This is an optimization exercise on Yosys and OpenROAD, whose aim is small area, not a production implementation. The RTL was checked by simulation tests, not by an equivalence proof against the original design. Power is estimated from default activity; no workload was simulated.

== run A ==
// CO
module CO(clk, rst, en, I, Q, I_ro, Q_ro);
input clk, rst, en;
input [1:0] I;
input [1:0] Q;
output [13:0] I_ro;
output [13:0] Q_ro;
function [7:0] ADD; input [7:0] x; input [7:0] y; input ci;
  integer i; reg cy;
  begin
    cy = ci;
    for (i = 0; i < 8; i = i + 1) begin
      ADD[i] = x[i] ^ y[i] ^ cy;
      cy = (x[i] & y[i]) | (cy & (x[i] ^ y[i]));
    end
  end
endfunction
function [7:0] CNEG; input [7:0] x; input n;
  integer i; reg any;
  begin
    any = 1'b0;
    for (i = 0; i < 8; i = i + 1) begin
      CNEG[i] = x[i] ^ (n & any);
      any = any | x[i];
    end
  end
endfunction
function [7:0] MUL; input [1:0] k; input [5:0] s;
  MUL = ({8{k[1]}} & {1'b0, s, 1'b0}) | ({8{k[0]}} & {2'b0, s});
endfunction
reg [1:0] q;
reg p;
reg [6:0] xb;                
wire [6:0] x = ~xb;
reg [1:0] It, Qt;
integer j;
reg [6:0] xn;
reg cy;
always @(*) begin
  cy = 1'b1;
  for (j = 0; j < 7; j = j + 1) begin
    xn[j] = x[j] ^ cy;
    cy = cy & (x[j] ^ p);
  end
end
wire w = x[0] & (&(x[6:1] ^ {6{p}}));
always @(posedge clk or posedge rst) begin
  if (rst) begin
    q <= 2'd0;
    p <= 1'b0;
    xb <= 7'd0;
    It <= 2'd0;
    Qt <= 2'd0;
  end else begin
    q <= {q[1] ^ (q[0] & p & w), q[0] ^ (p & w)};
    p <= p ^ w;
    xb <= ~xn;
    It <= I;
    Qt <= Q;
  end
end
wire s = p & ~(|x);
wire [5:0] bt;
wire [4:0] st;
BIGT u_big(.a(x), .y(bt));
SMALLT u_small(.a(x), .y(st));
wire [5:0] A = s ? 6'd28 : bt;
wire [5:0] B = s ? 6'd28 : {1'b0, st};
wire sw = p ^ q[0];
wire cneg = q[1] ^ q[0];
wire sneg = q[1];
wire [1:0] mi = {It[1] & ~It[0], It[0]};    
wire [1:0] mq = {Qt[1] & ~Qt[0], Qt[0]};    
wire ic = It[1] ^ cneg, is = It[1] ^ sneg;   
wire qc = Qt[1] ^ cneg, qs = Qt[1] ^ sneg;   
wire [1:0] ia = sw ? mq : mi;
wire [1:0] ib = sw ? mi : mq;
wire isa = sw ? ~qs : ic;
wire isb = sw ? ic : ~qs;
wire qsa = sw ? is : qc;
wire qsb = sw ? qc : is;
wire [5:0] fi = {isa, isa ^ isb, ib, ia};
wire [5:0] fq = {qsa, qsa ^ qsb, ia, ib};
wire [7:0] wi = ADD(MUL(fi[1:0], A), MUL(fi[3:2], B) ^ {8{fi[4]}}, fi[4]);
wire [7:0] wq = ADD(MUL(fq[1:0], A), MUL(fq[3:2], B) ^ {8{fq[4]}}, fq[4]);
reg [7:0] ir, qr;
always @(posedge clk or posedge rst) begin
  if (rst) begin
  ...
==> flow/config.mk <==
export PLATFORM = sky130hd
export DESIGN_NAME = CO
export DESIGN_NICKNAME = CO
export VERILOG_FILES = /design/flow/design.v
export SDC_FILE = /design/flow/constraint.sdc
export NUM_CORES = 4
export LEC_CHECK = 0
export ABC_AREA = 1
export CAP_MARGIN = 20
export CORE_MARGIN = 2
export CORE_UTILIZATION = 40
export SETUP_SLACK_MARGIN = -0.6
export SLEW_MARGIN = 20
export SYNTH_MEMORY_MAX_BITS = 32768
==> flow/constraint.sdc <==
create_clock -name core_clock -period 5.0 [get_ports {clk}]
set_input_delay 1.0000 -clock core_clock [delete_from_list [all_inputs] [get_ports {clk}]]
set_output_delay 1.0000 -clock core_clock [all_outputs]
set_load 0.01 [all_outputs]
standard.sh (not shown) runs the stock make flow with config.mk's settings and CLKGATE_MAP_FILE= SYNTH_SCRIPT=/design/flow/synth_recipe.tcl, a recipe that flattens the netlist after the stock synthesis.
==> flow/flow/run.sh <==
#!/bin/bash
# Own layout flow: the standard layout (standard.sh), with these changes:
#  - synthesis maps with an area-only ABC script (flow/abc_area.script) instead of
#    ORFS's, which sizes and buffers for speed; everything else in synthesis is
#    the standard script (synth_recipe.tcl), so the registers are the same;
#  - synthesis extracts no full-adder cells (ADDER_MAP_FILE empty): ABC maps the
#    adders as gates, whose carry chain is faster than the full-adder cell's;
#  - port buffering uses the smallest buffer cell (every port still gets one);
#  - clock tree synthesis takes its arguments from flow/cts_args.txt (no dummy
#    loads, small clock buffers).
# ORFS writes each step's full log under orfs/logs; the make output of each
# standard.sh call goes to flow_synth.log and flow_finish.log here.
set -euo pipefail
W=$PWD
rm -rf "$W/myscripts"
cp -r "$FLOW_HOME/scripts" "$W/myscripts"
cp "$W/flow/abc_area.script" "$W/myscripts/abc_area.script"
export SCRIPTS_DIR="$W/myscripts"
export ADDER_MAP_FILE=
export BUFFER_PORTS_ARGS="-buffer_cell sky130_fd_sc_hd__buf_1"
if [[ -f "$W/flow/cts_args.txt" ]]; then
  CTS_ARGS="$(tr '\n' ' ' < "$W/flow/cts_args.txt")"
  export CTS_ARGS
fi
bash "$W/standard.sh" synth > "$W/flow_synth.log" 2>&1
bash "$W/standard.sh" finish > "$W/flow_finish.log" 2>&1
test -f "$W/out/final.def"
==> flow/flow/abc_area.script <==
strash
dch
amap
topo
==> flow/flow/cts_args.txt <==
-sink_clustering_enable -repair_clock_nets -buf_list sky130_fd_sc_hd__clkbuf_4 -dont_use_dummy_load
Run A | status: complete | timing, DRC, antenna: pass
Input-level comparison between run B and run A:
- CORE_UTILIZATION: 40 -> 55
- SETUP_SLACK_MARGIN: -0.6 -> unset
### Flow results
Diff run A -> run B | die footprint | down by more than a quarter
Looking only at routed length on met3, and setting everything else aside, the lower value of run B and run A goes to run B.
Sequential cell area delta (run B -> run A): insignificant
Run B does better than run A on sum of internal, switching and leakage power.
Going from run A to run B, site row count went down; final standard cell area without fillers did not really move.
### run B -> run C
- swapping 20 for 0 in CAP_MARGIN
- swapping 20 for 0 in SLEW_MARGIN
- swapping 55 for 40 in CORE_UTILIZATION
- putting SETUP_SLACK_MARGIN at -0.2 where nothing was set
Findings:
When run C is set beside run B, its fmax turns out to be about 4% smaller. Pre-CTS setup slack came out lower on run C than on run B. Die area, run C vs run B: up by more than a quarter. Run C vs run B on count of placed standard cells including taps: run C is the higher one. Non-clock buffer count: higher on run B. Delta (run C minus run B): final setup slack of the worst path shows a reduction of 0.19 ns; total global routing track utilization shows a reduction of 4.4 points; post-route minimum period shows an increase of 0.19 ns; final period utilization shows an increase of 3.7 points. When run C is measured against run B, its total power turns out 0.32% higher.

## afterwards: timing with drivers on the ports
How much do the figures lean on ideal ports? The routed layouts below were timed once more, with nothing changed but the port constraints.
Step 1 assumes that a clkbuf_16 drives the clock port and a buf_2 every other input.
Step 2 adds t to the input delays and takes it off the output delays; t is the mean of the earliest and latest rising clock arrival at the registers after step 1. Input paths then give back, and output paths get back, about the clock's delay inside the block.
a / b / c = ideal ports / drivers / drivers and shift; a / b = the first two.
run | shift t [ns] | setup slack, ns | worst setup path after step 2 | latest minus earliest clock arrival (ns) | cell pins on the clock port's net
run A | 0.353 | 0.297 / 0.297 / 0.297 | register to register | 0.025 / 0.025 | 1
run B | 0.351 | 0.631 / 0.631 / 0.631 | register to register | 0.020 / 0.020 | 1
run C | 0.350 | 0.445 / 0.445 / 0.445 | register to register | 0.024 / 0.024 | 1
After both steps every run listed still meets setup and hold.
